What follows belongs to an exercise in optimizing a design on an open flow for small area; a production flow would make more cautious choices.
Only simulation tests tie the RTL to the original design; equivalence was not proved.

==> flow/design.v (excerpt) <==
module top (
  input         Clk,
  input         Reset,   
  input         InValid,
  input  [19:0] InData1,
  input  [19:0] InData2,
  input  [19:0] InData3,
  input  [19:0] InData4,
  output        OutValid,
  output [19:0] OutData1,
  output [19:0] OutData2,
  output [19:0] OutData3,
  output [19:0] OutData4
);
clock: 11.0 ns
lec_check: 0
abc_area: 1
cap_margin: 20
core_margin: 2
core_utilization: 40
slew_margin: 20
run.sh (not shown) runs the stock make flow with config.mk's settings and CLKGATE_MAP_FILE= SYNTH_SCRIPT=/design/flow/synth_recipe.tcl, a recipe that flattens the netlist after the stock synthesis.
The starting point completed with no timing, DRC or antenna violations.
Rerun with:
--- a/flow/design.v
+++ b/flow/design.v
@@ -674,25 +674,26 @@
   wire m_341 = m_211 ^ m_274 ^ m_275;
   wire m_342 = (m_211 & m_274) | (m_211 & m_275) | (m_274 & m_275);
   wire m_343 = m_215 ^ m_276 ^ m_277;
   wire m_344 = (m_215 & m_276) | (m_215 & m_277) | (m_276 & m_277);
   wire m_345 = m_219 ^ m_278 ^ m_279;
   wire m_346 = (m_219 & m_278) | (m_219 & m_279) | (m_278 & m_279);
   wire m_347 = m_221 ^ m_280 ^ m_281;
   wire m_348 = (m_221 & m_280) | (m_221 & m_281) | (m_280 & m_281);
   wire m_349 = m_223 ^ m_282 ^ m_283;
   wire m_350 = (m_223 & m_282) | (m_223 & m_283) | (m_282 & m_283);
   wire m_351 = m_224 ^ m_284 ^ m_285;
   wire m_352 = (m_224 & m_284) | (m_224 & m_285) | (m_284 & m_285);
-  wire [34:0] s = {m_350, m_348, m_346, m_344, m_342, m_340, m_338, m_336, m_334, m_332, m_330, m_328, m_326, m_324, m_322, m_320, m_318, m_316, m_314, m_312, m_310, m_308, m_306, m_304, m_302, m_300, m_298, m_296, m_294, m_292, m_290, m_288, neg1, pp0_1, pp0_0} + {m_351, m_349, m_347, m_345, m_343, m_341, m_339, m_337, m_335, m_333, m_331, m_329, m_327, m_325, m_323, m_321, m_319, m_317, m_315, m_313, m_311, m_309, m_307, m_305, m_303, m_301, m_299, m_297, m_295, m_293, m_291, m_289, m_287, 1'b0, neg0};
+  wire [34:0] s;
+  padd #(35) fa ({m_350, m_348, m_346, m_344, m_342, m_340, m_338, m_336, m_334, m_332, m_330, m_328, m_326, m_324, m_322, m_320, m_318, m_316, m_314, m_312, m_310, m_308, m_306, m_304, m_302, m_300, m_298, m_296, m_294, m_292, m_290, m_288, neg1, pp0_1, pp0_0}, {m_351, m_349, m_347, m_345, m_343, m_341, m_339, m_337, m_335, m_333, m_331, m_329, m_327, m_325, m_323, m_321, m_319, m_317, m_315, m_313, m_311, m_309, m_307, m_305, m_303, m_301, m_299, m_297, m_295, m_293, m_291, m_289, m_287, 1'b0, neg0}, 1'b0, s);
   assign p = s[34:15];
 endmodule
 module gk_fast (input [19:0] v, output [19:0] g);
   wire gk_fast_1 = v[1] ^ v[3];
   wire gk_fast_2 = v[1] & v[3];
   wire gk_fast_3 = v[2] ^ v[4] ^ v[15];
   wire gk_fast_4 = (v[2] & v[4]) | (v[2] & v[15]) | (v[4] & v[15]);
   wire gk_fast_5 = v[3] ^ v[5];
   wire gk_fast_6 = v[3] & v[5];
   wire gk_fast_7 = v[4] ^ v[6];
   wire gk_fast_8 = v[4] & v[6];
   wire gk_fast_9 = v[5] ^ v[7];
@@ -1162,25 +1163,30 @@
   rcp #(D) u_rcp (.Clk(Clk), .in(rin), .out(rout));
   wire t0 = vt[TA], t1 = vt[TA+1], t2 = vt[TA+2], t3 = vt[TA+3];
   wire t4 = vt[TA+4], t5 = vt[TA+5], t6 = vt[TA+6];
   reg [19:0] x4r, x3r, x2r, x1r, x4o, tr, acc;
   wire [19:0] ma1 = t3 ? x4r : rout;
   wire [19:0] ma2 = t0 ? z4 : t3 ? R24 : (t2 | t4) ? tr : acc;
   wire [19:0] mb1 = (t1 | t2) ? x4r : (t3 | t4) ? x3r : x2r;
   wire [19:0] mb2 = t1 ? R34 : t2 ? R14 : t3 ? R23 : t4 ? R13 : R12;
   wire [19:0] pa, pb;
   fmul ua (.a(ma1), .b(ma2), .p(pa));
   fmul ub (.a(mb1), .b(mb2), .p(pb));
   wire [19:0] base = t1 ? z3 : t2 ? z1 : t3 ? z2 : acc;
-  wire [19:0] sub  = base - pb - (t3 ? pa : 20'd0);
+  wire [19:0] npa = ~(t3 ? pa : 20'd0);
+  wire [19:0] npb = ~pb;
+  wire [19:0] cs_s = base ^ npa ^ npb;
+  wire [19:0] cs_c = (base & npa) | (base & npb) | (npa & npb);
+  wire [19:0] sub;
+  padd #(20) u_sub (cs_s, {cs_c[18:0], 1'b1}, 1'b1, sub);
   always @(posedge Clk) begin
     if (t0) x4r <= pa;
     if (t2) x3r <= pa;
     if (t4) x2r <= pa;
     if (t6) x1r <= pa;
     if (t5) x4o <= x4r;
     if (t1 | t3) tr <= sub;
     if (t2 | t4 | t5) acc <= sub;
   end
   assign OutValid = vt[TA+7];
   assign OutData1 = x1r;
   assign OutData2 = x2r;
@@ -1207,25 +1213,26 @@
   assign sat[0] = (ab <= 20'd2048);
   genvar s, k;
   generate for (s = 0; s < D; s = s + 1) begin : sg
     localparam I0 = seg0(s);
     localparam I1 = seg0(s + 1);
     wire [19:0] r [I0:I1];
     wire [18:0] q [I0:I1];
     assign r[I0] = rem[s];
     assign q[I0] = quo[s];
     wire [19:0] dv = dvs[s];
     for (k = I0; k < I1; k = k + 1) begin : it
       localparam WK = (13 + k < 20) ? 13 + k : 20;
-      wire [WK:0] t = {1'b0, r[k][WK-1:0]} - {1'b0, dv[WK-1:0]};
+      wire [WK:0] t;
+      padd #(WK+1) sb ({1'b0, r[k][WK-1:0]}, ~{1'b0, dv[WK-1:0]}, 1'b1, t);
       wire hz = (WK < 20) ? ~|(dv >> WK) : 1'b1;
       wire qb = hz & ~t[WK];
       wire [19:0] rn = qb ? t[WK-1:0] : r[k][WK-1:0];
       assign r[k+1] = {rn[18:0], 1'b0};
       assign q[k+1] = q[k] | ({18'd0, qb} << (18 - k));
     end
     if (s < D - 1) begin : mid
       reg [19:0] r_rem, r_dvs;
       reg [18:0] r_quo;
       reg        r_sgn, r_sat;
       always @(posedge Clk) begin
         r_rem <= r[I1]; r_quo <= q[I1]; r_dvs <= dv; r_sgn <= sgn[s]; r_sat <= sat[s];
What happened:
- cell count fell by 0.88%
- register-to-register slack is better by 80 ps
- non-clock buffer count went up by 414
- area after synthesis came out lower by 1.3%
- die area came out lower by 1.3%
- worst setup slack is better by 79 ps
- design area is about the same
- count of clock-buffer cells in the layout goes up by 16
- routed wire length is lower by 1.5%
- sequential share of layout area barely changes
- utilization increases by 0.64 points

afterwards: timing with drivers on the ports:
Ports are ideal in the flow. The routed layouts listed here were re-timed in OpenROAD. Step 1: set_driving_cell puts a clkbuf_16 on Clk and a buf_2 on each other input, an assumption about the parent block. Step 2 also shifts input and output timing later by t, the mid clock arrival at the registers, as if the neighbouring blocks saw the same clock. Three values: ideal, step 1, step 2; two values: the first two.
| run | t (ns) | setup slack, ns | hold slack, ns | clock arrival spread, ns | cell pins on the clock port's net |
|---|---|---|---|---|---|
| the first run | 1.169 | 0.583 / 0.583 / 0.128 | 0.236 / 0.236 / 0.236 | 0.144 / 0.144 | 1 |
| the second run | 1.175 | 0.662 / 0.662 / 0.132 | 0.240 / 0.240 / 0.240 | 0.133 / 0.133 | 1 |
After both steps every run listed still meets setup and hold. For the second run, which loses most, drivers alone change the setup slack by 0.000 ns; drivers and shift together by -0.530 ns.
